Source: an optimization exercise on an open RTL-to-GDS flow (aim: small area and a short achievable clock period). Production flows keep margins and buffers that such runs may drop.
RTL that was checked went through simulation tests only; none was proved equivalent to the original.
Function not checked in run 1: the RTL went through the layout flow alone.

==> flow/design.v, too long to show whole: its modules and the start of the top module <==
// module full_adder: 9 lines
// module half_adder: 8 lines
// module DaddaKS_16bitMAC: 1589 lines
// module bxor: 3 lines
// module bxnor: 3 lines
// module band: 3 lines
// module bnor: 3 lines
// module bandn: 3 lines
module DaddaKS_16bitMAC(
    input [15:0] a,
    input [15:0] b,
    input clk,
    input rst,
    input cin,
    output reg [31:0] out,
    output cout
);
  // ...
==> flow/flow/run.sh <==
#!/bin/bash
# The standard layout (the standard.sh: standard synthesis, floorplan, placement, CTS,
# routing), with these ORFS settings added on top of config.mk's:
#   SETUP_SLACK_MARGIN=8 RECOVER_POWER=100
# The full make output is in standard.log.
set -euo pipefail
bash standard.sh SETUP_SLACK_MARGIN=8 RECOVER_POWER=100 finish > standard.log 2>&1
==> flow/standard.sh <==
#!/bin/bash
# synth_recipe.tcl (not shown) runs the flow's synth.tcl, then flattens the netlist and writes it again
# the make line also repeats each setting of config.mk as NAME=value (left out here)
make -C /OpenROAD-flow-scripts/flow DESIGN_CONFIG=/design/flow/config.mk WORK_HOME=/design/flow/orfs CLKGATE_MAP_FILE= SYNTH_SCRIPT=/design/flow/synth_recipe.tcl "${@:-finish}"
==> flow/config.mk <==
export PLATFORM = sky130hd
export DESIGN_NAME = DaddaKS_16bitMAC
export DESIGN_NICKNAME = DaddaKS_16bitMAC
export VERILOG_FILES = /design/flow/design.v
export SDC_FILE = /design/flow/constraint.sdc
export NUM_CORES = 4
export LEC_CHECK = 0
export CAP_MARGIN = 20
export CORE_MARGIN = 2
export CORE_UTILIZATION = 40
export SETUP_SLACK_MARGIN = 5
export SLEW_MARGIN = 20
export SYNTH_HIERARCHICAL = 1
==> flow/constraint.sdc <==
create_clock -name core_clock -period 17.0 [get_ports {clk}]
set_input_delay 3.4000 -clock core_clock [delete_from_list [all_inputs] [get_ports {clk}]]
set_output_delay 3.4000 -clock core_clock [all_outputs]
set_load 0.01 [all_outputs]
==> impl_metrics.toml, run 1 <==
[clocking]
cts_resized = 232
cts_tree = "built"
cts.reportedPaths.clkPinSlew_ns = 0.06
root_buffer = "clkbuf_16"

[worst_setup_path]
crit_path_cell_trace = "clkbuf_1 -> nand2_1 -> fa_1 -> fa_1 -> fa_1 -> fa_1 -> fa_1 -> xor2_1 -> xor2_2 -> nand3_1 -> a211oi_1 -> nor3_1 -> o31ai_1 -> nand4bb_1 -> a31oi_1 -> a31o_1 -> clkbuf_1"
worstPathBufferInverterCount = 2

[sta]
relSlewSlack = -0.335
clock_skew_ns = 0.00748
period_share = 0.750
tightest_slew_ns = 2.00
maxSlewViolCount = 33
min_period_ns = 12.74
fmax_ghz = 0.0785

[final_layout]
final_cell_mix = "256 x nand2_1, 189 x fa_1, 36 x nor2_1, 36 x fa_2, 34 x dlygate4sd3_1"
signal_buffers = 88
inverters_excl_clock = 29
seq_cells = 32
layout_commonest_cell = "nand2_1"
regArea_um2 = 801

[run_status]
so.violations = "max-capacitance violations, max-slew violations"
status = "complete, but fails checks"

[placement]
gp_congestion = 0.821

[run]
drv_cap = 1

[grt]
antenna_found_initial = 0
grt_pass1_vias = 6653

[synth]
synthSimpleGateAreaFrac = 0.176
synth_fa_ha_area_frac = 0.584
synth_ff_type = "dfrtp_1"

[drt]
wire_per_inst_um = 19.8

[floorplan]
rows = 52
==> inputs of run 2 (changes only) <==
--- a/flow/design.v
+++ b/flow/design.v
@@ -846,16 +846,109 @@
 wire p_29;
 wire g_29;
 wire p_30;
 wire g_30;
 wire p_31;
 wire g_31;
 wire p_32;
 wire g_32;
+wire G1_0_506;
+wire G3_2_507;
+wire P3_2_508;
+wire G5_4_509;
+wire P5_4_510;
+wire G7_6_511;
+wire P7_6_512;
+wire G9_8_513;
+wire P9_8_514;
+wire G11_10_515;
+wire P11_10_516;
+wire G13_12_517;
+wire P13_12_518;
+wire G15_14_519;
+wire P15_14_520;
+wire G17_16_521;
+wire P17_16_522;
+wire G19_18_523;
+wire P19_18_524;
+wire G21_20_525;
+wire P21_20_526;
+wire G23_22_527;
+wire P23_22_528;
+wire G25_24_529;
+wire P25_24_530;
+wire G27_26_531;
+wire P27_26_532;
+wire G29_28_533;
+wire P29_28_534;
+wire G31_30_535;
+wire P31_30_536;
+wire G3_0_537;
+wire G7_4_538;
+wire P7_4_539;
+wire G11_8_540;
+wire P11_8_541;
+wire G15_12_542;
+wire P15_12_543;
+wire G19_16_544;
+wire P19_16_545;
+wire G23_20_546;
+wire P23_20_547;
+wire G27_24_548;
+wire P27_24_549;
+wire G31_28_550;
+wire P31_28_551;
+wire G7_0_552;
+wire G15_8_553;
+wire P15_8_554;
+wire G23_16_555;
+wire P23_16_556;
+wire G31_24_557;
+wire P31_24_558;
+wire G15_0_559;
+wire G31_16_560;
+wire P31_16_561;
+wire G31_0_562;
+wire gi563;
+wire G23_0_564;
+wire gi565;
+wire G11_0_566;
+wire G19_0_567;
+wire G27_0_568;
+wire gi569;
+wire G5_0_570;
+wire G9_0_571;
+wire G13_0_572;
+wire gi573;
+wire G17_0_574;
+wire G21_0_575;
+wire gi576;
+wire G25_0_577;
+wire G29_0_578;
+wire gi579;
+wire G2_0_580;
+wire G4_0_581;
+wire G6_0_582;
+wire gi583;
+wire G8_0_584;
+wire G10_0_585;
+wire gi586;
+wire G12_0_587;
+wire G14_0_588;
+wire G16_0_589;
+wire G18_0_590;
+wire gi591;
+wire G20_0_592;
+wire G22_0_593;
+wire G24_0_594;
+wire G26_0_595;
+wire gi596;
+wire G28_0_597;
+wire G30_0_598;
 wire sum_0;
 wire sum_1;
 wire sum_2;
 wire sum_3;
 wire sum_4;
 wire sum_5;
 wire sum_6;
 wire sum_7;
@@ -1475,132 +1568,142 @@
 bxor px29 (.a(c497), .b(s501), .y(p_29));
 bnor pg29 (.a(c497), .b(s501), .y(g_29));
 bxor px30 (.a(c502), .b(s504), .y(p_30));
 bnor pg30 (.a(c502), .b(s504), .y(g_30));
 bxnor px31 (.a(out[31]), .b(c505), .y(p_31));
 bandn pg31 (.a(out[31]), .b(c505), .y(g_31));
 assign p_32 = 1'b0;
 assign g_32 = 1'b0;
-wire G_1_0 = g_1 | (p_1 & g_0);
-wire G_3_2 = g_3 | (p_3 & g_2);
-wire P_3_2 = p_3 & p_2;
-wire G_5_4 = g_5 | (p_5 & g_4);
-wire P_5_4 = p_5 & p_4;
-wire G_7_6 = g_7 | (p_7 & g_6);
-wire P_7_6 = p_7 & p_6;
-wire G_9_8 = g_9 | (p_9 & g_8);
-wire P_9_8 = p_9 & p_8;
-wire G_11_10 = g_11 | (p_11 & g_10);
-wire P_11_10 = p_11 & p_10;
-wire G_13_12 = g_13 | (p_13 & g_12);
-wire P_13_12 = p_13 & p_12;
-wire G_15_14 = g_15 | (p_15 & g_14);
-wire P_15_14 = p_15 & p_14;
-wire G_17_16 = g_17 | (p_17 & g_16);
-wire P_17_16 = p_17 & p_16;
-wire G_19_18 = g_19 | (p_19 & g_18);
-wire P_19_18 = p_19 & p_18;
-wire G_21_20 = g_21 | (p_21 & g_20);
-wire P_21_20 = p_21 & p_20;
-wire G_23_22 = g_23 | (p_23 & g_22);
-wire P_23_22 = p_23 & p_22;
-wire G_25_24 = g_25 | (p_25 & g_24);
-wire P_25_24 = p_25 & p_24;
-wire G_27_26 = g_27 | (p_27 & g_26);
-wire P_27_26 = p_27 & p_26;
-wire G_29_28 = g_29 | (p_29 & g_28);
-wire P_29_28 = p_29 & p_28;
-wire G_31_30 = g_31 | (p_31 & g_30);
-wire P_31_30 = p_31 & p_30;
-wire G_3_0 = G_3_2 | (P_3_2 & G_1_0);
-wire G_7_4 = G_7_6 | (P_7_6 & G_5_4);
-wire P_7_4 = P_7_6 & P_5_4;
-wire G_11_8 = G_11_10 | (P_11_10 & G_9_8);
-wire P_11_8 = P_11_10 & P_9_8;
-wire G_15_12 = G_15_14 | (P_15_14 & G_13_12);
-wire P_15_12 = P_15_14 & P_13_12;
-wire G_19_16 = G_19_18 | (P_19_18 & G_17_16);
-wire P_19_16 = P_19_18 & P_17_16;
-wire G_23_20 = G_23_22 | (P_23_22 & G_21_20);
-wire P_23_20 = P_23_22 & P_21_20;
-wire G_27_24 = G_27_26 | (P_27_26 & G_25_24);
-wire P_27_24 = P_27_26 & P_25_24;
-wire G_31_28 = G_31_30 | (P_31_30 & G_29_28);
-wire P_31_28 = P_31_30 & P_29_28;
-wire G_7_0 = G_7_4 | (P_7_4 & G_3_0);
-wire G_15_8 = G_15_12 | (P_15_12 & G_11_8);
-wire P_15_8 = P_15_12 & P_11_8;
-wire G_23_16 = G_23_20 | (P_23_20 & G_19_16);
-wire P_23_16 = P_23_20 & P_19_16;
-wire G_31_24 = G_31_28 | (P_31_28 & G_27_24);
-wire P_31_24 = P_31_28 & P_27_24;
-wire G_15_0 = G_15_8 | (P_15_8 & G_7_0);
-wire G_31_16 = G_31_24 | (P_31_24 & G_23_16);
-wire P_31_16 = P_31_24 & P_23_16;
-wire G_31_0 = G_31_16 | (P_31_16 & G_15_0);
-wire G_23_0 = G_23_16 | (P_23_16 & G_15_0);
-wire G_11_0 = G_11_8 | (P_11_8 & G_7_0);
-wire G_19_0 = G_19_16 | (P_19_16 & G_15_0);
-wire G_27_0 = G_27_24 | (P_27_24 & G_23_0);
-wire G_5_0 = G_5_4 | (P_5_4 & G_3_0);
-wire G_9_0 = G_9_8 | (P_9_8 & G_7_0);
-wire G_13_0 = G_13_12 | (P_13_12 & G_11_0);
-wire G_17_0 = G_17_16 | (P_17_16 & G_15_0);
-wire G_21_0 = G_21_20 | (P_21_20 & G_19_0);
-wire G_25_0 = G_25_24 | (P_25_24 & G_23_0);
-wire G_29_0 = G_29_28 | (P_29_28 & G_27_0);
-wire G_2_0 = g_2 | (p_2 & G_1_0);
-wire G_4_0 = g_4 | (p_4 & G_3_0);
-wire G_6_0 = g_6 | (p_6 & G_5_0);
-wire G_8_0 = g_8 | (p_8 & G_7_0);
-wire G_10_0 = g_10 | (p_10 & G_9_0);
-wire G_12_0 = g_12 | (p_12 & G_11_0);
-wire G_14_0 = g_14 | (p_14 & G_13_0);
-wire G_16_0 = g_16 | (p_16 & G_15_0);
-wire G_18_0 = g_18 | (p_18 & G_17_0);
-wire G_20_0 = g_20 | (p_20 & G_19_0);
-wire G_22_0 = g_22 | (p_22 & G_21_0);
-wire G_24_0 = g_24 | (p_24 & G_23_0);
-wire G_26_0 = g_26 | (p_26 & G_25_0);
-wire G_28_0 = g_28 | (p_28 & G_27_0);
-wire G_30_0 = g_30 | (p_30 & G_29_0);
+aoi21 uG1_0_506 (.a(p_1), .b(g_0), .c(g_1), .y(G1_0_506));
+aoi21 uG3_2_507 (.a(p_3), .b(g_2), .c(g_3), .y(G3_2_507));
+nand2 uP3_2_508 (.a(p_3), .b(p_2), .y(P3_2_508));
+aoi21 uG5_4_509 (.a(p_5), .b(g_4), .c(g_5), .y(G5_4_509));
+nand2 uP5_4_510 (.a(p_5), .b(p_4), .y(P5_4_510));
+aoi21 uG7_6_511 (.a(p_7), .b(g_6), .c(g_7), .y(G7_6_511));
+nand2 uP7_6_512 (.a(p_7), .b(p_6), .y(P7_6_512));
+aoi21 uG9_8_513 (.a(p_9), .b(g_8), .c(g_9), .y(G9_8_513));
+nand2 uP9_8_514 (.a(p_9), .b(p_8), .y(P9_8_514));
+aoi21 uG11_10_515 (.a(p_11), .b(g_10), .c(g_11), .y(G11_10_515));
+nand2 uP11_10_516 (.a(p_11), .b(p_10), .y(P11_10_516));
+aoi21 uG13_12_517 (.a(p_13), .b(g_12), .c(g_13), .y(G13_12_517));
+nand2 uP13_12_518 (.a(p_13), .b(p_12), .y(P13_12_518));
+aoi21 uG15_14_519 (.a(p_15), .b(g_14), .c(g_15), .y(G15_14_519));
+nand2 uP15_14_520 (.a(p_15), .b(p_14), .y(P15_14_520));
+aoi21 uG17_16_521 (.a(p_17), .b(g_16), .c(g_17), .y(G17_16_521));
+nand2 uP17_16_522 (.a(p_17), .b(p_16), .y(P17_16_522));
+aoi21 uG19_18_523 (.a(p_19), .b(g_18), .c(g_19), .y(G19_18_523));
+nand2 uP19_18_524 (.a(p_19), .b(p_18), .y(P19_18_524));
+aoi21 uG21_20_525 (.a(p_21), .b(g_20), .c(g_21), .y(G21_20_525));
+nand2 uP21_20_526 (.a(p_21), .b(p_20), .y(P21_20_526));
+aoi21 uG23_22_527 (.a(p_23), .b(g_22), .c(g_23), .y(G23_22_527));
+nand2 uP23_22_528 (.a(p_23), .b(p_22), .y(P23_22_528));
+aoi21 uG25_24_529 (.a(p_25), .b(g_24), .c(g_25), .y(G25_24_529));
+nand2 uP25_24_530 (.a(p_25), .b(p_24), .y(P25_24_530));
+aoi21 uG27_26_531 (.a(p_27), .b(g_26), .c(g_27), .y(G27_26_531));
+nand2 uP27_26_532 (.a(p_27), .b(p_26), .y(P27_26_532));
+aoi21 uG29_28_533 (.a(p_29), .b(g_28), .c(g_29), .y(G29_28_533));
+nand2 uP29_28_534 (.a(p_29), .b(p_28), .y(P29_28_534));
+aoi21 uG31_30_535 (.a(p_31), .b(g_30), .c(g_31), .y(G31_30_535));
+nand2 uP31_30_536 (.a(p_31), .b(p_30), .y(P31_30_536));
+oai21 uG3_0_537 (.a(P3_2_508), .b(G1_0_506), .c(G3_2_507), .y(G3_0_537));
+oai21 uG7_4_538 (.a(P7_6_512), .b(G5_4_509), .c(G7_6_511), .y(G7_4_538));
+nor2 uP7_4_539 (.a(P7_6_512), .b(P5_4_510), .y(P7_4_539));
+oai21 uG11_8_540 (.a(P11_10_516), .b(G9_8_513), .c(G11_10_515), .y(G11_8_540));
+nor2 uP11_8_541 (.a(P11_10_516), .b(P9_8_514), .y(P11_8_541));
+oai21 uG15_12_542 (.a(P15_14_520), .b(G13_12_517), .c(G15_14_519), .y(G15_12_542));
+nor2 uP15_12_543 (.a(P15_14_520), .b(P13_12_518), .y(P15_12_543));
+oai21 uG19_16_544 (.a(P19_18_524), .b(G17_16_521), .c(G19_18_523), .y(G19_16_544));
+nor2 uP19_16_545 (.a(P19_18_524), .b(P17_16_522), .y(P19_16_545));
+oai21 uG23_20_546 (.a(P23_22_528), .b(G21_20_525), .c(G23_22_527), .y(G23_20_546));
+nor2 uP23_20_547 (.a(P23_22_528), .b(P21_20_526), .y(P23_20_547));
+oai21 uG27_24_548 (.a(P27_26_532), .b(G25_24_529), .c(G27_26_531), .y(G27_24_548));
+nor2 uP27_24_549 (.a(P27_26_532), .b(P25_24_530), .y(P27_24_549));
+oai21 uG31_28_550 (.a(P31_30_536), .b(G29_28_533), .c(G31_30_535), .y(G31_28_550));
+nor2 uP31_28_551 (.a(P31_30_536), .b(P29_28_534), .y(P31_28_551));
+aoi21 uG7_0_552 (.a(P7_4_539), .b(G3_0_537), .c(G7_4_538), .y(G7_0_552));
+aoi21 uG15_8_553 (.a(P15_12_543), .b(G11_8_540), .c(G15_12_542), .y(G15_8_553));
+nand2 uP15_8_554 (.a(P15_12_543), .b(P11_8_541), .y(P15_8_554));
+aoi21 uG23_16_555 (.a(P23_20_547), .b(G19_16_544), .c(G23_20_546), .y(G23_16_555));
+nand2 uP23_16_556 (.a(P23_20_547), .b(P19_16_545), .y(P23_16_556));
+aoi21 uG31_24_557 (.a(P31_28_551), .b(G27_24_548), .c(G31_28_550), .y(G31_24_557));
+nand2 uP31_24_558 (.a(P31_28_551), .b(P27_24_549), .y(P31_24_558));
+oai21 uG15_0_559 (.a(P15_8_554), .b(G7_0_552), .c(G15_8_553), .y(G15_0_559));
+oai21 uG31_16_560 (.a(P31_24_558), .b(G23_16_555), .c(G31_24_557), .y(G31_16_560));
+nor2 uP31_16_561 (.a(P31_24_558), .b(P23_16_556), .y(P31_16_561));
+aoi21 uG31_0_562 (.a(P31_16_561), .b(G15_0_559), .c(G31_16_560), .y(G31_0_562));
+assign gi563 = ~G15_0_559;
+oai21 uG23_0_564 (.a(P23_16_556), .b(gi563), .c(G23_16_555), .y(G23_0_564));
+assign gi565 = ~G7_0_552;
+aoi21 uG11_0_566 (.a(P11_8_541), .b(gi565), .c(G11_8_540), .y(G11_0_566));
+aoi21 uG19_0_567 (.a(P19_16_545), .b(G15_0_559), .c(G19_16_544), .y(G19_0_567));
+aoi21 uG27_0_568 (.a(P27_24_549), .b(G23_0_564), .c(G27_24_548), .y(G27_0_568));
+assign gi569 = ~G3_0_537;
+oai21 uG5_0_570 (.a(P5_4_510), .b(gi569), .c(G5_4_509), .y(G5_0_570));
+oai21 uG9_0_571 (.a(P9_8_514), .b(G7_0_552), .c(G9_8_513), .y(G9_0_571));
+oai21 uG13_0_572 (.a(P13_12_518), .b(G11_0_566), .c(G13_12_517), .y(G13_0_572));
+assign gi573 = ~G15_0_559;
+oai21 uG17_0_574 (.a(P17_16_522), .b(gi573), .c(G17_16_521), .y(G17_0_574));
+oai21 uG21_0_575 (.a(P21_20_526), .b(G19_0_567), .c(G21_20_525), .y(G21_0_575));
+assign gi576 = ~G23_0_564;
+oai21 uG25_0_577 (.a(P25_24_530), .b(gi576), .c(G25_24_529), .y(G25_0_577));
+oai21 uG29_0_578 (.a(P29_28_534), .b(G27_0_568), .c(G29_28_533), .y(G29_0_578));
+assign gi579 = ~G1_0_506;
+aoi21 uG2_0_580 (.a(p_2), .b(gi579), .c(g_2), .y(G2_0_580));
+aoi21 uG4_0_581 (.a(p_4), .b(G3_0_537), .c(g_4), .y(G4_0_581));
+aoi21 uG6_0_582 (.a(p_6), .b(G5_0_570), .c(g_6), .y(G6_0_582));
+assign gi583 = ~G7_0_552;
+aoi21 uG8_0_584 (.a(p_8), .b(gi583), .c(g_8), .y(G8_0_584));
+aoi21 uG10_0_585 (.a(p_10), .b(G9_0_571), .c(g_10), .y(G10_0_585));
+assign gi586 = ~G11_0_566;
+aoi21 uG12_0_587 (.a(p_12), .b(gi586), .c(g_12), .y(G12_0_587));
+aoi21 uG14_0_588 (.a(p_14), .b(G13_0_572), .c(g_14), .y(G14_0_588));
+aoi21 uG16_0_589 (.a(p_16), .b(G15_0_559), .c(g_16), .y(G16_0_589));
+aoi21 uG18_0_590 (.a(p_18), .b(G17_0_574), .c(g_18), .y(G18_0_590));
+assign gi591 = ~G19_0_567;
+aoi21 uG20_0_592 (.a(p_20), .b(gi591), .c(g_20), .y(G20_0_592));
+aoi21 uG22_0_593 (.a(p_22), .b(G21_0_575), .c(g_22), .y(G22_0_593));
+aoi21 uG24_0_594 (.a(p_24), .b(G23_0_564), .c(g_24), .y(G24_0_594));
+aoi21 uG26_0_595 (.a(p_26), .b(G25_0_577), .c(g_26), .y(G26_0_595));
+assign gi596 = ~G27_0_568;
+aoi21 uG28_0_597 (.a(p_28), .b(gi596), .c(g_28), .y(G28_0_597));
+aoi21 uG30_0_598 (.a(p_30), .b(G29_0_578), .c(g_30), .y(G30_0_598));
 assign sum_0 = p_0;
-assign sum_1 = p_1 ^ g_0;
-assign sum_2 = p_2 ^ G_1_0;
-assign sum_3 = p_3 ^ G_2_0;
-assign sum_4 = p_4 ^ G_3_0;
-assign sum_5 = p_5 ^ G_4_0;
-assign sum_6 = p_6 ^ G_5_0;
-assign sum_7 = p_7 ^ G_6_0;
-assign sum_8 = p_8 ^ G_7_0;
-assign sum_9 = p_9 ^ G_8_0;
-assign sum_10 = p_10 ^ G_9_0;
-assign sum_11 = p_11 ^ G_10_0;
-assign sum_12 = p_12 ^ G_11_0;
-assign sum_13 = p_13 ^ G_12_0;
-assign sum_14 = p_14 ^ G_13_0;
-assign sum_15 = p_15 ^ G_14_0;
-assign sum_16 = p_16 ^ G_15_0;
-assign sum_17 = p_17 ^ G_16_0;
-assign sum_18 = p_18 ^ G_17_0;
-assign sum_19 = p_19 ^ G_18_0;
-assign sum_20 = p_20 ^ G_19_0;
-assign sum_21 = p_21 ^ G_20_0;
-assign sum_22 = p_22 ^ G_21_0;
-assign sum_23 = p_23 ^ G_22_0;
-assign sum_24 = p_24 ^ G_23_0;
-assign sum_25 = p_25 ^ G_24_0;
-assign sum_26 = p_26 ^ G_25_0;
-assign sum_27 = p_27 ^ G_26_0;
-assign sum_28 = p_28 ^ G_27_0;
-assign sum_29 = p_29 ^ G_28_0;
-assign sum_30 = p_30 ^ G_29_0;
-assign sum_31 = p_31 ^ G_30_0;
-assign sum_32 = p_32 ^ G_31_0;
+bxor sx1 (.a(p_1), .b(g_0), .y(sum_1));
+bxnor sx2 (.a(p_2), .b(G1_0_506), .y(sum_2));
+bxnor sx3 (.a(p_3), .b(G2_0_580), .y(sum_3));
+bxor sx4 (.a(p_4), .b(G3_0_537), .y(sum_4));
+bxnor sx5 (.a(p_5), .b(G4_0_581), .y(sum_5));
+bxor sx6 (.a(p_6), .b(G5_0_570), .y(sum_6));
+bxnor sx7 (.a(p_7), .b(G6_0_582), .y(sum_7));
+bxnor sx8 (.a(p_8), .b(G7_0_552), .y(sum_8));
+bxnor sx9 (.a(p_9), .b(G8_0_584), .y(sum_9));
+bxor sx10 (.a(p_10), .b(G9_0_571), .y(sum_10));
+bxnor sx11 (.a(p_11), .b(G10_0_585), .y(sum_11));
+bxnor sx12 (.a(p_12), .b(G11_0_566), .y(sum_12));
+bxnor sx13 (.a(p_13), .b(G12_0_587), .y(sum_13));
+bxor sx14 (.a(p_14), .b(G13_0_572), .y(sum_14));
+bxnor sx15 (.a(p_15), .b(G14_0_588), .y(sum_15));
+bxor sx16 (.a(p_16), .b(G15_0_559), .y(sum_16));
+bxnor sx17 (.a(p_17), .b(G16_0_589), .y(sum_17));
+bxor sx18 (.a(p_18), .b(G17_0_574), .y(sum_18));
+bxnor sx19 (.a(p_19), .b(G18_0_590), .y(sum_19));
+bxnor sx20 (.a(p_20), .b(G19_0_567), .y(sum_20));
+bxnor sx21 (.a(p_21), .b(G20_0_592), .y(sum_21));
+bxor sx22 (.a(p_22), .b(G21_0_575), .y(sum_22));
+bxnor sx23 (.a(p_23), .b(G22_0_593), .y(sum_23));
+bxor sx24 (.a(p_24), .b(G23_0_564), .y(sum_24));
+bxnor sx25 (.a(p_25), .b(G24_0_594), .y(sum_25));
+bxor sx26 (.a(p_26), .b(G25_0_577), .y(sum_26));
+bxnor sx27 (.a(p_27), .b(G26_0_595), .y(sum_27));
+bxnor sx28 (.a(p_28), .b(G27_0_568), .y(sum_28));
+bxnor sx29 (.a(p_29), .b(G28_0_597), .y(sum_29));
+bxor sx30 (.a(p_30), .b(G29_0_578), .y(sum_30));
+bxnor sx31 (.a(p_31), .b(G30_0_598), .y(sum_31));
+bxnor sx32 (.a(p_32), .b(G31_0_562), .y(sum_32));
 assign cout = sum_32;
 always @(posedge clk or posedge rst) begin
     if (rst)
         out <= 32'h0;
     else
         out <= {sum_31, sum_30, sum_29, sum_28, sum_27, sum_26, sum_25, sum_24, sum_23, sum_22, sum_21, sum_20, sum_19, sum_18, sum_17, sum_16, sum_15, sum_14, sum_13, sum_12, sum_11, sum_10, sum_9, sum_8, sum_7, sum_6, sum_5, sum_4, sum_3, sum_2, sum_1, sum_0};
 end
 endmodule
@@ -1614,8 +1717,20 @@
 assign y = a & b;
 endmodule
 module bnor(input a, input b, output y);
 assign y = ~(a | b);
 endmodule
 module bandn(input a, input b, output y);
 assign y = a & ~b;
 endmodule
+module aoi21(input a, input b, input c, output y);
+assign y = ~((a & b) | c);
+endmodule
+module oai21(input a, input b, input c, output y);
+assign y = ~((a | b) & c);
+endmodule
+module nand2(input a, input b, output y);
+assign y = ~(a & b);
+endmodule
+module nor2(input a, input b, output y);
+assign y = ~(a | b);
+endmodule
==> run 2 against run 1 <==
Against the previous run: still fails the layout checks on max-capacitance violations, max-slew violations; clock skew fell by 0.0035 ns; global-route usage down 2.1 points; register-to-register slack worse by 1.1 ns; area after synthesis rose by 6.4%; critical path depth is the same; hold slack improved by 0.036 ns; count of clock-buffer cells in the layout grew 1; die area increased by 6.3%; critical path type unchanged; highest routed layer unchanged.
==> impl_metrics.toml, run 2 <==
[run_status]
status = "complete, but fails checks"
so.violations = "max-capacitance violations, max-slew violations"

[sta]
rsz0062_at_grt = "true"
clock_skew_ns = 0.00400
hold_viol_final = 0
period_share = 0.724
maxSlewViolCount = 33
min_period_ns = 12.32
tightest_slew_ns = 2.08
relSlewSlack = -0.384
fmax_ghz = 0.0812
finalSetupTns_ns = 0
setup_viol = 0

[final_layout]
final_cell_mix = "256 x nand2_1, 184 x fa_1, 41 x fa_2, 36 x xor2_1, 34 x dlygate4sd3_1"
top_register = "out"
drive_above_1_share = 0.201
layout.nets = 1107
area_growth_pct = 11.0
largest_reg_flops = 32
top_regs = "out: 32 flops"
layout_commonest_cell = "nand2_1"
diodes = 0

[clocking]
cts_sinks = 32
hold_buffers = 0
cts_tree = "built"
cts.reportedPaths.clkPinSlew_ns = 0.06
clkLatencyLatePin_ns = 0.30
cts_made_buffers = 5
root_buffer = "clkbuf_16"
cts_buffer_depth = 2
cts_max_level = 2

[synth]
synth_cell_type_count = 16
muxShareOfSynthArea = 0
synth_top_family_by_area = "adder cells"
yosys_warnings = 7
avgSynthCellArea_um2 = 10.7
yosysSeqAreaShare = 0.0920
synthTopCellsByCount = "263 x nand2_1, 225 x fa_1, 62 x buf_6"
synth_compound_area_frac = 0.0496
synth_area_leader_cell = "fa_1"
synth_ff_type = "dfrtp_1"
synth_fa_ha_area_frac = 0.526
ys_async_sr_fraction = 1.00
synthSimpleGateAreaFrac = 0.159
synth-edff-count = 0
synth_area_leaders = "fa_1 52%, nand2_1 11%, dfrtp_1 9.2%"
synth.cell_area_mm2 = 0.00871
synthXorXnorAreaFrac = 0.0744
syn-num-nets = 1081
synth_seq_cells = 32
postSynthCellCount = 815
synth_most_common_cell = "nand2_1"
synth_top_area_frac = 0.517

[worst_setup_path]
crit_path_end_kind = "output port"
critPathMaxStageDelay_ns = 0.66
cp_slowest_cell = "clkbuf_1"
cp_top_family = "adder cells"
r2r_start = "out[13]"
worstPathRequired_ns = 13.60
worstPathBufferInverterCount = 2
crit_start = "a[0]"
path_max_fanout = 16
worstPathArrival_ns = 8.92
crit_path_cell_trace = "clkbuf_1 -> nand2_1 -> fa_1 -> fa_1 -> fa_1 -> fa_1 -> fa_1 -> fa_1 -> xor2_1 -> xor2_1 -> nand2_1 -> nor2_1 -> nand2_1 -> o21ai_0 -> a21oi_2 -> xnor2_2 -> clkbuf_1"
start_kind = "input port"
cp_common_cell = "fa_1"
crit_type = "input port to output port"

[drt]
num_vias = 5738
drc = 0
first_iter_violations = 312
drt.antenna.violating_nets = 0
wire_per_inst_um = 18.6
drt_first_pass_iters = 7
routed_wirelength_um = 20800
viasPerCell = 5.14

[floorplan]
initial_core_util = 0.410
rows = 53
pin_count = 68
core-area_mm2 = 0.0212
die_w_um = 152
die_area_mm2 = 0.0230
die_y_um = 152

[min_path]
hp-class = "register to register"
holdCritStartpoint = "out[0]"

[placement]
port_buffers = 67
dp_hpwl_um = 16100
gp_congestion = 0.836

[grt]
grt_max_degree = 33
grt_use_total = 0.196
grt_pass1_wl_um = 34100
antenna_found_initial = 0
grt_overflow = 0
grt_pass1_vias = 6442

[run]
drv_cap = 1
run 2: changes by cell type in the layout (fill, tap and decap cells not counted), sizes merged, moves of 11 or more:
cell and delta:
xor2 +11, a21o -15, o21ai +15, nand2 +13, ha -16, a21oi +31
run 2: through the flow:
stage | cell area, µm² | worst slack, ns | hold slack (ns) | std cells | utilization
global route | 9670 | 4.41 | 0.694 | 1117 | 0.456
global placement | 9030 | 3.92 | 0.625 | 1095 | 0.425
finish | 9670 | 4.68 | 0.652 | 1117 | 0.456
CTS | 9600 | 5.66 | 0.654 | 1114 | 0.452
floorplan | 8740 | 8.39 | 0.650 | 815 | -
detailed placement | 9030 | 3.87 | 0.639 | 1095 | 0.425
run 2: layout make-up:
type | count | area [µm²]
sequential | 32 | 801
multi-input combinational | 687 | 7270
inverter | 32 | 120
tap | 275 | 344
fill | 1996 | 11600
clock buffer | 8 | 146
timing repair buffer | 83 | 985
run 2: cell families (layout without fill, tap and decap cells):
kind of cell | after synthesis | in the layout
compound gates | 57 | 57
xor+xnor | 74 | 74
fa+ha+maj | 231 | 231
buf+inv | 96 | 123
flops | 32 | 32
other cells | 1 | 1
simple gates | 324 | 324
run 2: metal layers:
metal,global-route usage,up-vias,wire length [µm]
li1,-,2475,-
met1,0.258,3034,8120
met2,0.340,198,11100
met3,0.0225,31,983
met4,0.0606,0,591
met5,0,-,0
run 2: worst paths after layout:
path / to / slack (ns) / depth (start not counted)
max: cout / 4.68 / 17
min: out[0] / 0.65 / 2
max reg2reg: out[31] / 10.35 / 19
min reg2reg: out[0] / 0.65 / 2
max in group asynchronous: out[17] / 11.51 / 3
min in group asynchronous: out[0] / 4.30 / 3
run 2: repair_timing:
item,in CTS,in global routing
pin swaps,37,21
gates resized for setup,301,35
endpoints found under the setup margin,16,3
buffers inserted,11,3
run 2: Yosys stat by module, one instance, submodules excluded, a selection:
module / flip-flops and latches / cell area, µm² / times used
half_adder: 0 / 12.5 / 6
oai21: 0 / 5.00 / 18
bnor: 0 / 3.75 / 21
bxnor: 0 / 8.76 / 33
nand2: 0 / 3.75 / 18
nor2: 0 / 3.75 / 8
bxor: 0 / 8.76 / 41
run 2: worst register-to-register path, cell delays in order, from the launching register on:
cell and delay (ns):
dfrtp_1 0.35, inv_1 0.07, fa_1 0.50, fa_2 0.55, fa_2 0.44, fa_1 0.41
fa_1 0.46, fa_2 0.61, xnor2_2 0.15, nand2_1 0.10, nor2_1 0.15, nand2_1 0.06
o21ai_0 0.61, clkbuf_1 0.35, inv_1 0.12, o21ai_0 0.68, a21oi_1 0.27, o21ai_0 0.39
a21oi_2 0.10, xnor2_1 0.14
==> inputs of run 3 (changes only) <==
==> flow/flow/run.sh (replaced) <==
#!/bin/bash
# The standard layout (the standard.sh: standard synthesis, floorplan, placement, CTS,
# routing), with these ORFS settings added on top of config.mk's:
#   SETUP_SLACK_MARGIN=8
# The full make output is in standard.log.
set -euo pipefail
bash standard.sh SETUP_SLACK_MARGIN=8 finish > standard.log 2>&1
==> run 3 against run 2 <==
Against the previous run: now clean on timing, DRC and antenna; non-clock buffer count stayed put; hold slack better by 0.0047 ns; critical path depth is 1 higher; die area stayed put; critical path type unchanged; largest cell class unchanged; highest routed layer unchanged.
==> impl_metrics.toml, run 3 <==
[final_layout]
top_register = "out"
layout.nets = 1107
area_growth_pct = 11.9
top_regs = "out: 32 flops"
final_core_util = 0.459
fillCellCount = 1980
drive_above_1_share = 0.220
layout_commonest_cell = "nand2_1"
diodes = 0
final_cell_mix = "256 x nand2_1, 183 x fa_1, 42 x fa_2, 38 x a21oi_2, 35 x xor2_1"
largest_reg_flops = 32
stdcell_count = 1117
regArea_um2 = 801
multi_input_area_mm2 = 0.00733

[sta]
setup_viol = 0
min_period_ns = 11.31
finalSetupTns_ns = 0
clock_skew_ns = 0.00705
maxSlewViolCount = 0
tightest_slew_ns = 0.581
relSlewSlack = 0.610
holdWs_ns = 0.657
period_share = 0.665
fmax_ghz = 0.0884
rsz0062_at_grt = "true"
hold_viol_final = 0

[grt]
grt_use_total = 0.196
grt_pass1_wl_um = 34100
grt_overflow = 0
grt_pass1_vias = 6442
antenna_found_initial = 0
grt_max_degree = 33

[worst_setup_path]
crit_type = "input port to output port"
crit_path_end_kind = "output port"
cp_common_cell = "fa_2"
cp_slowest_cell = "fa_2"
path_max_fanout = 7
crit_path_cell_trace = "buf_6 -> buf_6 -> nand2_2 -> fa_2 -> fa_2 -> fa_2 -> fa_2 -> fa_1 -> fa_2 -> xor2_1 -> xor2_2 -> nand2_2 -> nor2_4 -> nand2_1 -> nor2_1 -> a21oi_2 -> xnor2_2 -> buf_2"
worstPathArrival_ns = 7.91
worstPathRequired_ns = 13.60
critPathMaxStageDelay_ns = 0.61
start_kind = "input port"

[synth]
synth_top_area_frac = 0.517
avgSynthCellArea_um2 = 10.7
yosysSeqAreaShare = 0.0920
synth_cell_type_count = 16
synth_ff_type = "dfrtp_1"
postSynthCellCount = 815
synth_area_leader_cell = "fa_1"
synth-edff-count = 0
yosys_warnings = 7
synthTopCellsByCount = "263 x nand2_1, 225 x fa_1, 62 x buf_6"
synth_most_common_cell = "nand2_1"
synth.cell_area_mm2 = 0.00871
synth_area_leaders = "fa_1 52%, nand2_1 11%, dfrtp_1 9.2%"
synth_seq_cells = 32
ys_async_sr_fraction = 1.00
syn-num-nets = 1081

[clocking]
root_buffer = "clkbuf_16"
cts_sinks = 32
cts_buffer_depth = 2
cts_made_buffers = 5
cts_tree = "built"
cts.reportedPaths.clkPinSlew_ns = 0.06
clkLatencyLatePin_ns = 0.30
cts_max_level = 2

[floorplan]
die_y_um = 152
pin_count = 68
core-area_mm2 = 0.0212
rows = 53
initial_core_util = 0.410
die_w_um = 152
die_area_mm2 = 0.0230

[run]
drv_cap = 0

[drt]
drt_first_pass_iters = 5
num_vias = 5707
drc = 0
drt.antenna.violating_nets = 0
first_iter_violations = 322
routed_wirelength_um = 20800
viasPerCell = 5.11
wire_per_inst_um = 18.6

[min_path]
hp-class = "register to register"

[placement]
gp_congestion = 0.836
port_buffers = 67
dp_hpwl_um = 16100
dp.cells = 1095

[run_status]
status = "finished clean"
## run 3: path summary, 6_finish.rpt
path                              start       to  slack (ns)  depth (start not counted)
min in group asynchronous           rst   out[0]        3.53                          3
worst max-delay path              b[14]     cout        5.69                         18
worst min register to register   out[0]   out[0]        0.66                          2
max in group asynchronous           rst  out[17]       13.13                          3
worst min-delay path             out[0]   out[0]        0.66                          2
worst max register to register  out[13]  out[31]       11.30                         19
## run 3: final cells by class
cell class	instances	area share
clock buffer	8	0.0150
inverter	32	0.0123
timing repair buffer	83	0.103
multi-input combinational	687	0.752
tap	275	0.0353
sequential	32	0.0822
## run 3: critical path, delay by kind of cell
family | cells | cell delay [ns]
AOI/OAI and AO/OA | 1 | 0.08
adders and majority gates | 6 | 2.86
xor gates and xnor gates | 3 | 0.70
and+or+nand+nor | 5 | 0.55
buffers and inverters | 3 | 0.33
## run 3: what timing repair did
action	CTS	global route
endpoints found under the setup margin	16	3
hold buffers	0	0
resized for setup	301	35
setup buffers	11	3
pin swaps	37	21
cloned	0	0
## run 3: kinds of logic (layout without fill, tap and decap cells)
| logic type | Yosys count | after routing | synth area share |
|---|---|---|---|
| buf+inv | 96 | 123 | 0.0986 |
| fa+ha+maj | 231 | 231 | 0.526 |
| simple gates | 324 | 324 | 0.159 |
| flops | 32 | 32 | 0.0920 |
| xor+xnor | 74 | 74 | 0.0744 |
| other cells | 1 | 1 | 0.000431 |
| compound gates | 57 | 57 | 0.0496 |
## run 3: routing by layer
metal,up-vias,wire (µm),global-route usage
li1,2472,-,-
met1,3049,8270,0.258
met2,153,11000,0.340
met3,33,876,0.0225
met4,0,604,0.0606
met5,-,0,0
## run 3: per-stage QoR
| stage | setup slack, ns | area, µm² |
|---|---|---|
| 2_1_floorplan | 8.39 | 8740 |
| 3_3_place_gp | 3.92 | 9030 |
| 3_5_place_dp | 3.87 | 9030 |
| 4_1_cts | 5.66 | 9600 |
| 5_1_grt | 5.57 | 9740 |
| 6_report | 5.69 | 9740 |
## run 3: per-module statistics from Yosys, one instance, submodules excluded, a selection
| module | cell area (µm²) | cells inside |
|---|---|---|
| oai21 | 5.00 | 1 |
| nand2 | 3.75 | 1 |
| bxor | 8.76 | 1 |
| aoi21 | 8.76 | 1 |
| band | 6.26 | 1 |
| half_adder | 12.5 | 1 |
| bandn | 13.8 | 1 |
==> inputs of run 4 (changes only) <==
==> flow/flow/run.sh (replaced) <==
#!/bin/bash
# The standard layout (the standard.sh: standard synthesis, floorplan, placement, CTS,
# routing), with these ORFS settings added on top of config.mk's:
#   'BUFFER_PORTS_ARGS=-buffer_cell sky130_fd_sc_hd__buf_1'
# The full make output is in standard.log.
set -euo pipefail
bash standard.sh 'BUFFER_PORTS_ARGS=-buffer_cell sky130_fd_sc_hd__buf_1' finish > standard.log 2>&1
==> run 4 against run 3 <==
Against the previous run: highest routed layer unchanged; largest cell class unchanged; area after synthesis unchanged; die area unchanged; design area down 8.5%; still clean; core utilization down 3.9 points.
==> impl_metrics.toml, run 4 <==
[drt]
num_vias = 5676
drt.antenna.violating_nets = 0
routed_wirelength_um = 20300
wire_per_inst_um = 18.3
drt_first_pass_iters = 4
drc = 0
viasPerCell = 5.13
first_iter_violations = 339

[synth]
synth_ff_type = "dfrtp_1"
synth-edff-count = 0
postSynthCellCount = 815
synthTopCellsByCount = "263 x nand2_1, 225 x fa_1, 62 x buf_6"
synth_area_leaders = "fa_1 52%, nand2_1 11%, dfrtp_1 9.2%"
yosysSeqAreaShare = 0.0920
synth_seq_cells = 32
synth.cell_area_mm2 = 0.00871
synth_cell_type_count = 16
syn-num-nets = 1081
synth_area_leader_cell = "fa_1"
avgSynthCellArea_um2 = 10.7
yosys_warnings = 7
synth_most_common_cell = "nand2_1"
ys_async_sr_fraction = 1.00
synth_top_area_frac = 0.517

[floorplan]
initial_core_util = 0.410
die_y_um = 152
die_area_mm2 = 0.0230
core-area_mm2 = 0.0212
die_w_um = 152
rows = 53
pin_count = 68

[sta]
tightest_slew_ns = 0.680
fmax_ghz = 0.0852
hold_viol_final = 0
setup_viol = 0
period_share = 0.691
relSlewSlack = 0.544
clock_skew_ns = 0.00464
finalSetupTns_ns = 0
maxSlewViolCount = 0
min_period_ns = 11.74
rsz0062_at_grt = "false"

[final_layout]
layout_commonest_cell = "nand2_1"
fillCellCount = 2078
layout.nets = 1097
diodes = 0
largest_reg_flops = 32
top_regs = "out: 32 flops"
area_growth_pct = 2.31
final_cell_mix = "263 x nand2_1, 224 x fa_1, 40 x xor2_1, 39 x a21oi_2, 39 x buf_1"
top_register = "out"
drive_above_1_share = 0.131
stdcell_count = 1107

[clocking]
cts_tree = "built"
cts_buffer_depth = 2
cts.reportedPaths.clkPinSlew_ns = 0.06
root_buffer = "clkbuf_16"
clkLatencyLatePin_ns = 0.30
cts_made_buffers = 5
hold_buffers = 0
cts_max_level = 2
cts_sinks = 32

[placement]
dp.cells = 1098
gp_congestion = 0.836
port_buffers = 67
dp_hpwl_um = 15800

[grt]
grt_overflow = 0
antenna_found_initial = 0
grt_max_degree = 33
grt_use_total = 0.191
grt_pass1_wl_um = 33300
grt_pass1_vias = 6304

[min_path]
hp-class = "register to register"

[worst_setup_path]
worstPathRequired_ns = 13.60
r2r_slack_ns = 11.19
worstPathArrival_ns = 8.34
crit_type = "input port to output port"
crit_path_end_kind = "output port"
start_kind = "input port"
path_max_fanout = 16

[run_status]
status = "finished clean"

[run]
drv_cap = 0
-- run 4: cell counts after synthesis --
No cell type changed its count.
-- run 4: per-module statistics from Yosys, one instance, submodules excluded --
module | times used | flops+latches
bxor | 41 | 0
bxnor | 33 | 0
DaddaKS_16bitMAC | 1 | 32
full_adder | 225 | 0
nor2 | 8 | 0
band | 9 | 0
aoi21 | 39 | 0
bnor | 21 | 0
nand2 | 18 | 0
oai21 | 18 | 0
half_adder | 6 | 0
bandn | 12 | 0
-- run 4: what timing repair did --
action	4_1_cts	5_1_grt
resized for setup	92	42
endpoints found under the hold margin	0	0
endpoints found under the setup margin	1	1
setup buffers	0	1
gates cloned	0	0
pin swaps	0	2
-- run 4: worst max-delay path, cell delays in order --
cell and delay, ns:
buf_1 0.07, buf_4 0.24, nand2_1 0.13, fa_1 0.52, fa_1 0.44, fa_1 0.48, fa_1 0.40, fa_1 0.48
fa_1 0.41, fa_2 0.64, xnor2_4 0.15, nand2_1 0.13, nor2_2 0.18, nand2_1 0.08, nor2_1 0.14, a21oi_2 0.09
xnor2_1 0.17, buf_1 0.17
-- run 4: cell families after synthesis --
family / share of synthesized area
flip-flops: 0.0920
AND/OR/NAND/NOR: 0.159
buffers and inverters: 0.0986
XOR/XNOR: 0.0744
adder cells (fa/ha/maj): 0.526
AO/OA/AOI/OAI: 0.0496
other: 0.000431
-- run 4: through the flow --
stage / cell area, µm² / hold WS, ns / setup slack, ns / utilization
finish: 8910 / 0.631 / 5.26 / 0.420
global route: 8910 / 0.659 / 4.97 / 0.420
CTS: 8820 / 0.625 / 5.00 / 0.416
detailed placement: 8600 / 0.612 / 4.51 / 0.405
global placement: 8600 / 0.609 / 4.58 / 0.405
floorplan: 8710 / 0.650 / 5.53 / -
-- run 4: layer usage --
metal  vias up  GRT usage  wire length [µm]
met5         -          0                 0
met4         0     0.0606               597
met3        37     0.0281              1180
met2       196      0.335             10500
met1      2986      0.245              8010
li1       2457          -                 -
-- run 4: final timing paths --
| check | startpoint | cells after the start | end |
|---|---|---|---|
| worst max-delay path | b[13] | 18 | cout |
| min in group asynchronous | rst | 3 | out[1] |
| worst max register to register | out[13] | 18 | out[31] |
| max in group asynchronous | rst | 3 | out[18] |
| worst min-delay path | out[0] | 2 | out[0] |
| worst min register to register | out[0] | 2 | out[0] |
-- run 4: cell type report --
type,count,area [µm²],area share
Tap cell,275,344,0.0386
Inverter,32,120,0.0135
Timing Repair Buffer,73,395,0.0444
Clock buffer,8,146,0.0164
Multi-Input combinational cell,687,7100,0.797
Sequential cell,32,801,0.0899
==> inputs of run 5 (changes only) <==
==> flow/flow/run.sh (replaced) <==
#!/bin/bash
# The standard layout (the standard.sh: standard synthesis, floorplan, placement, CTS,
# routing), with these ORFS settings added on top of config.mk's:
#   'BUFFER_PORTS_ARGS=-buffer_cell sky130_fd_sc_hd__buf_2'
# The full make output is in standard.log.
set -euo pipefail
bash standard.sh 'BUFFER_PORTS_ARGS=-buffer_cell sky130_fd_sc_hd__buf_2' finish > standard.log 2>&1
==> run 5 against run 4 <==
Against the previous run: still clean; synthesized cell count is the same; core utilization grew 0.16 points; flip-flop and latch count is the same; critical path type unchanged; critical endpoint unchanged; largest cell class unchanged.
==> impl_metrics.toml, run 5 <==
[synth]
synth_top_area_frac = 0.517
synth_area_leaders = "fa_1 52%, nand2_1 11%, dfrtp_1 9.2%"
synth_area_leader_cell = "fa_1"
synthTopCellsByCount = "263 x nand2_1, 225 x fa_1, 62 x buf_6"
yosysSeqAreaShare = 0.0920
synth_most_common_cell = "nand2_1"
synth_ff_type = "dfrtp_1"
yosys_warnings = 7
ys_async_sr_fraction = 1.00
avgSynthCellArea_um2 = 10.7
synth.cell_area_mm2 = 0.00871
syn-num-nets = 1081
synth_seq_cells = 32
synth_cell_type_count = 16
synth-edff-count = 0
postSynthCellCount = 815

[worst_setup_path]
r2r_cells = 18
r2r_start = "out[13]"
crit_type = "input port to output port"
crit_start = "b[14]"
r2r_end = "out[31]"
crit_end = "cout"
worstPathRequired_ns = 13.60
r2r_slack_ns = 11.29
crit_path_end_kind = "output port"
start_kind = "input port"
worstPathArrival_ns = 8.31
path_max_fanout = 16

[final_layout]
drive_above_1_share = 0.176
largest_reg_flops = 32
area_growth_pct = 2.70
stdcell_count = 1105
top_regs = "out: 32 flops"
top_register = "out"
layout.nets = 1095
layout_commonest_cell = "nand2_1"
diodes = 0
final_cell_mix = "263 x nand2_1, 224 x fa_1, 40 x xor2_1, 39 x a21oi_2, 37 x buf_2"

[sta]
period_share = 0.689
hold_viol_final = 0
clock_skew_ns = 0.00401
relSlewSlack = 0.615
fmax_ghz = 0.0854
maxSlewViolCount = 0
tightest_slew_ns = 0.573
setup_viol = 0
finalSetupTns_ns = 0
rsz0062_at_grt = "false"
min_period_ns = 11.71

[floorplan]
core-area_mm2 = 0.0212
die_y_um = 152
pin_count = 68
die_area_mm2 = 0.0230
die_w_um = 152
initial_core_util = 0.410
rows = 53

[clocking]
cts_made_buffers = 5
cts_max_level = 2
cts.reportedPaths.clkPinSlew_ns = 0.06
cts_tree = "built"
clkLatencyLatePin_ns = 0.30
cts_sinks = 32
cts_buffer_depth = 2
root_buffer = "clkbuf_16"

[grt]
grtUsageMet3 = 0.0302
use_met1 = 0.259
grtUsageMet2 = 0.330
grt_busiest_layer = "met2"
grt_pass1_vias = 6255
grt_max_degree = 33
grt_use_total = 0.193
grt_overflow = 0
grt_pass1_wl_um = 33800
antenna_found_initial = 0

[placement]
port_buffers = 67
dp.cells = 1094
gp_congestion = 0.849
dp_hpwl_um = 15900

[drt]
drt_first_pass_iters = 4
drt.antenna.violating_nets = 0
viasPerCell = 5.03
drc = 0
routed_wirelength_um = 20000
num_vias = 5553
wire_per_inst_um = 18.1
first_iter_violations = 292

[min_path]
hp-class = "register to register"

[run_status]
status = "finished clean"

[run]
drv_cap = 0
-- run 5: cell counts after synthesis --
Identical to the previous run, type by type.
-- run 5: stage by stage --
step | hold WS (ns) | worst slack, ns | cell area [µm²] | utilization
4_1_cts | 0.627 | 5.01 | 8810 | 0.415
2_1_floorplan | 0.650 | 5.53 | 8710 | -
3_5_place_dp | 0.611 | 4.94 | 8660 | 0.408
3_3_place_gp | 0.614 | 5.00 | 8660 | 0.408
6_report | 0.642 | 5.29 | 8940 | 0.421
5_1_grt | 0.670 | 5.00 | 8940 | 0.421
-- run 5: metal layers --
metal  vias up  routed length, µm  part of all wire
li1       2454                  -                 -
met1      2902               7960              0.40
met2       173              10400              0.52
met3        24               1190             0.059
met4         0                363             0.018
met5         -                  0                 0
-- run 5: repair_timing --
action / in CTS / in global routing
setup endpoints to repair: 1 / 1
pin swaps: 0 / 2
gates resized for setup: 2 / 38
gates cloned: 0 / 0
hold buffers: 0 / 0
setup buffers: 0 / 3
-- run 5: cell type report --
cell class                 instances  area (µm²)
fill                            2083       12300
multi-input combinational        687        7090
sequential                        32         801
timing repair buffer              71         440
tap                              275         344
clock buffer                       8         146
inverter                          32         120
-- run 5: Yosys stat by module, one instance, submodules excluded --
module            flops+latches  copies in the design  area [µm²]
DaddaKS_16bitMAC             32                     1        2650
aoi21                         0                    39        8.76
band                          0                     9        6.26
bandn                         0                    12        13.8
bnor                          0                    21        3.75
bxnor                         0                    33        8.76
bxor                          0                    41        8.76
full_adder                    0                   225        20.0
half_adder                    0                     6        12.5
nand2                         0                    18        3.75
nor2                          0                     8        3.75
oai21                         0                    18        5.00
-- run 5: kinds of logic (layout without fill, tap and decap cells) --
| group | count (synthesis) | count (layout) | share of synthesized area |
|---|---|---|---|
| xor+xnor | 74 | 74 | 0.0744 |
| simple gates | 324 | 324 | 0.159 |
| fa+ha+maj | 231 | 231 | 0.526 |
| other cells | 1 | 1 | 0.000431 |
| flops | 32 | 32 | 0.0920 |
| buf+inv | 96 | 111 | 0.0986 |
| compound gates | 57 | 57 | 0.0496 |
-- run 5: worst min-delay path by stage --
| stage | from | end | cells after the start |
|---|---|---|---|
| 6_report | out[0] | out[0] | 2 |
| 5_1_grt | out[0] | out[0] | 2 |
| 4_1_cts | out[0] | out[0] | 2 |
| 3_5_place_dp | out[0] | out[0] | 2 |
| 3_3_place_gp | out[0] | out[0] | 2 |
| 2_1_floorplan | out[0] | out[0] | 2 |
-- run 5: critical path: stages --
cell and delay (ns):
buf_4 0.22, nand2_1 0.13, fa_1 0.62, fa_1 0.44, fa_1 0.41, fa_1 0.44
fa_1 0.49, fa_1 0.41, fa_2 0.62, xnor2_2 0.16, nand2_1 0.14, nor2_2 0.19
nand2_1 0.09, nor2_1 0.14, a21oi_2 0.08, xnor2_1 0.16, buf_2 0.15
==> inputs of run 6 (changes only) <==
==> flow/run.sh (new file) <==
#!/bin/bash
# synth_recipe.tcl (not shown) runs the flow's synth.tcl, then flattens the netlist and writes it again
# the make line also repeats each setting of config.mk as NAME=value (left out here)
make -C /OpenROAD-flow-scripts/flow DESIGN_CONFIG=/design/flow/config.mk WORK_HOME=/design/flow/orfs CLKGATE_MAP_FILE= SYNTH_SCRIPT=/design/flow/synth_recipe.tcl finish
removed: flow/flow/run.sh
removed: flow/standard.sh
==> run 6 against run 5 <==
Against the previous run: cell count grew 0.90%; fmax shrank 0.51%; first-iteration DRC count grew 30%; clock skew grew 0.0022 ns; critical path type unchanged; largest cell class unchanged.
==> impl_metrics.toml, run 6 <==
[min_path]
holdCritStartpoint = "out[0]"
holdPathStages = 2
hp-class = "register to register"
hold_path_end = "out[0]"

[worst_setup_path]
path_max_fanout = 9
crit_path_end_kind = "output port"
crit_type = "input port to output port"
cp_slowest_cell = "fa_1"
worstPathArrival_ns = 8.37
start_kind = "input port"
r2r_start = "out[13]"
worstPathRequired_ns = 13.60
cp_common_cell = "fa_1"
r2r_cells = 18
r2r_slack_ns = 11.27
critPathMaxStageDelay_ns = 0.60
r2r_end = "out[31]"
crit_path_cell_trace = "clkdlybuf4s50_1 -> buf_8 -> nand2_1 -> fa_2 -> fa_1 -> fa_1 -> fa_1 -> fa_1 -> fa_2 -> fa_2 -> xnor2_2 -> nand2_1 -> nor2_2 -> nand2_1 -> nor2_2 -> a21oi_2 -> xnor2_1 -> buf_2"

[final_layout]
top_register = "out"
final_cell_mix = "262 x nand2_1, 204 x fa_1, 39 x a21oi_2, 36 x xor2_1, 35 x clkdlybuf4s50_1"
multi_input_area_mm2 = 0.00721
drive_above_1_share = 0.181
diodes = 0
regArea_um2 = 801
area_growth_pct = 7.05
layout_commonest_cell = "nand2_1"
largest_reg_flops = 32
final_area_mm2 = 0.00932
top_regs = "out: 32 flops"
layout.nets = 1105
fillCellCount = 2031

[grt]
grt_pass1_wl_um = 33900
grt_pass1_vias = 6330
grt_use_total = 0.194
grt_max_degree = 33
antenna_found_initial = 0
grt_overflow = 0

[synth]
synth_area_leaders = "fa_1 52%, nand2_1 11%, dfrtp_1 9.2%"
postSynthCellCount = 815
synthTopCellsByCount = "263 x nand2_1, 225 x fa_1, 62 x buf_6"
yosys_warnings = 7
synth_most_common_cell = "nand2_1"
synth_cell_type_count = 16
synth.cell_area_mm2 = 0.00871
synth_area_leader_cell = "fa_1"
synth_top_area_frac = 0.517
yosysSeqAreaShare = 0.0920
ys_async_sr_fraction = 1.00
synth_ff_type = "dfrtp_1"
synth-edff-count = 0
syn-num-nets = 1081
synth_seq_cells = 32
avgSynthCellArea_um2 = 10.7

[drt]
num_vias = 5637
wire_per_inst_um = 18.2
drt_first_pass_iters = 4
highest_layer = "met4"
viasPerCell = 5.06
dr_wl_met2_um = 10600
wl_met3_um = 1100
first_iter_violations = 379
drt.antenna.violating_nets = 0
met1Wirelength_um = 8230
routed_wirelength_um = 20300
drc = 0

[sta]
rsz0062_at_grt = "false"
min_period_ns = 11.77
fmax_ghz = 0.0850
holdWs_ns = 0.646
setup_viol = 0
maxSlewViolCount = 0
finalSetupTns_ns = 0
period_share = 0.692
clock_skew_ns = 0.00624
relSlewSlack = 0.536
hold_viol_final = 0
tightest_slew_ns = 0.691

[clocking]
root_buffer = "clkbuf_16"
cts_tree = "built"
cts_sinks = 32
clkLatencyLatePin_ns = 0.30
cts.reportedPaths.clkPinSlew_ns = 0.06
cts_made_buffers = 5
cts_buffer_depth = 2
cts_max_level = 2

[floorplan]
die_area_mm2 = 0.0230
core-area_mm2 = 0.0212
die_y_um = 152
pin_count = 68
initial_core_util = 0.410
die_w_um = 152
rows = 53

[placement]
dp_hpwl_um = 15900
dpl_cell_area_mm2 = 0.00900
port_buffers = 67
gp_congestion = 0.861

[run]
drv_cap = 0

[run_status]
status = "finished clean"
[run 6: cell counts after synthesis]
Identical to the previous run, type by type.
[run 6: kinds of logic (layout without fill, tap and decap cells)]
family | Yosys count | in the layout | synth area share
other | 1 | 1 | 0.000431
AO/OA/AOI/OAI | 57 | 57 | 0.0496
flip-flops | 32 | 32 | 0.0920
adder cells (fa/ha/maj) | 231 | 231 | 0.526
XOR/XNOR | 74 | 74 | 0.0744
buffers and inverters | 96 | 121 | 0.0986
AND/OR/NAND/NOR | 324 | 324 | 0.159
[run 6: through the flow]
stage                      util  cells  worst slack (ns)
final                     0.439   1115              5.23
after global routing      0.439   1115              5.03
after CTS                 0.439   1108              5.01
after detailed placement  0.424   1095              3.81
after global placement    0.424   1095              3.93
after floorplan               -    815              5.53
[run 6: Yosys stat by module (local to each module, per instance), a selection]
module / flip-flops and latches / cell area (µm²)
DaddaKS_16bitMAC: 32 / 2650
aoi21: 0 / 8.76
bnor: 0 / 3.75
bxor: 0 / 8.76
full_adder: 0 / 20.0
nand2: 0 / 3.75
nor2: 0 / 3.75
oai21: 0 / 5.00
[run 6: cell type report]
type,count,area share
timing repair buffer,81,0.0750
inverter,32,0.0129
multi-input combinational,687,0.774
clock buffer,8,0.0157
sequential,32,0.0859
tap,275,0.0369
[run 6: critical path, delay by kind of cell]
kind / cells / cell delay, ns
fa+ha+maj: 7 / 3.26
compound gates: 1 / 0.08
xor+xnor: 2 / 0.29
buf+inv: 3 / 0.79
simple gates: 5 / 0.56
[run 6: worst max-delay path by stage]
stage                      from  endpoint  slack, ns  cells after the start
final                     b[13]      cout       5.23                     18
after global routing      b[13]      cout       5.03                     18
after CTS                 b[13]      cout       5.01                     18
after detailed placement   a[2]      cout       3.81                     16
after global placement    b[11]      cout       3.93                     16
after floorplan           b[11]      cout       5.53                     17
[run 6: layer usage]
layer / vias to the layer above / track usage
li1: 2467 / -
met4: 0 / 0.0574
met3: 28 / 0.0251
met5: - / 0
met2: 173 / 0.335
met1: 2969 / 0.258
[run 6: what timing repair did]
action / 4_1_cts / 5_1_grt
setup endpoints to repair: 1 / 1
setup buffers: 5 / 7
gates resized for setup: 117 / 62
pin swaps: 8 / 21
endpoints found under the hold margin: 0 / 0
hold buffers: 0 / 0

port drivers added, routing unchanged:
Ports are ideal in the flow. The routed layouts listed here were re-timed in OpenROAD. Step 1 (the two cells are an assumption about what drives the block):
set clk [get_ports {clk}]
set_driving_cell -lib_cell sky130_fd_sc_hd__clkbuf_16 $clk
set_driving_cell -lib_cell sky130_fd_sc_hd__buf_2 [delete_from_list [all_inputs] $clk]
Step 2 moves the port delays by t, midway between the first and last clock arrival at a register: inputs arrive t later, outputs are due t later. That takes back most of the time a late clock gives input paths. Three values: ideal ports, drivers, drivers and shift; two values: the first two.
run | t, ns | slack for setup (ns) | clock arrival spread, ns
run 1 | 0.335 | 4.257 / 4.219 / 4.219 | 0.007 / 0.008
run 2 | 0.341 | 4.684 / 4.656 / 4.656 | 0.004 / 0.004
run 3 | 0.342 | 5.693 / 5.650 / 5.650 | 0.007 / 0.007
run 4 | 0.334 | 5.261 / 5.235 / 5.235 | 0.005 / 0.004
run 5 | 0.335 | 5.291 / 5.247 / 5.247 | 0.004 / 0.004
run 6 | 0.341 | 5.231 / 5.203 / 5.203 | 0.006 / 0.006
The setup slack of run 5, which loses most, moves by -0.044 ns with the drivers and by -0.044 ns with both steps.
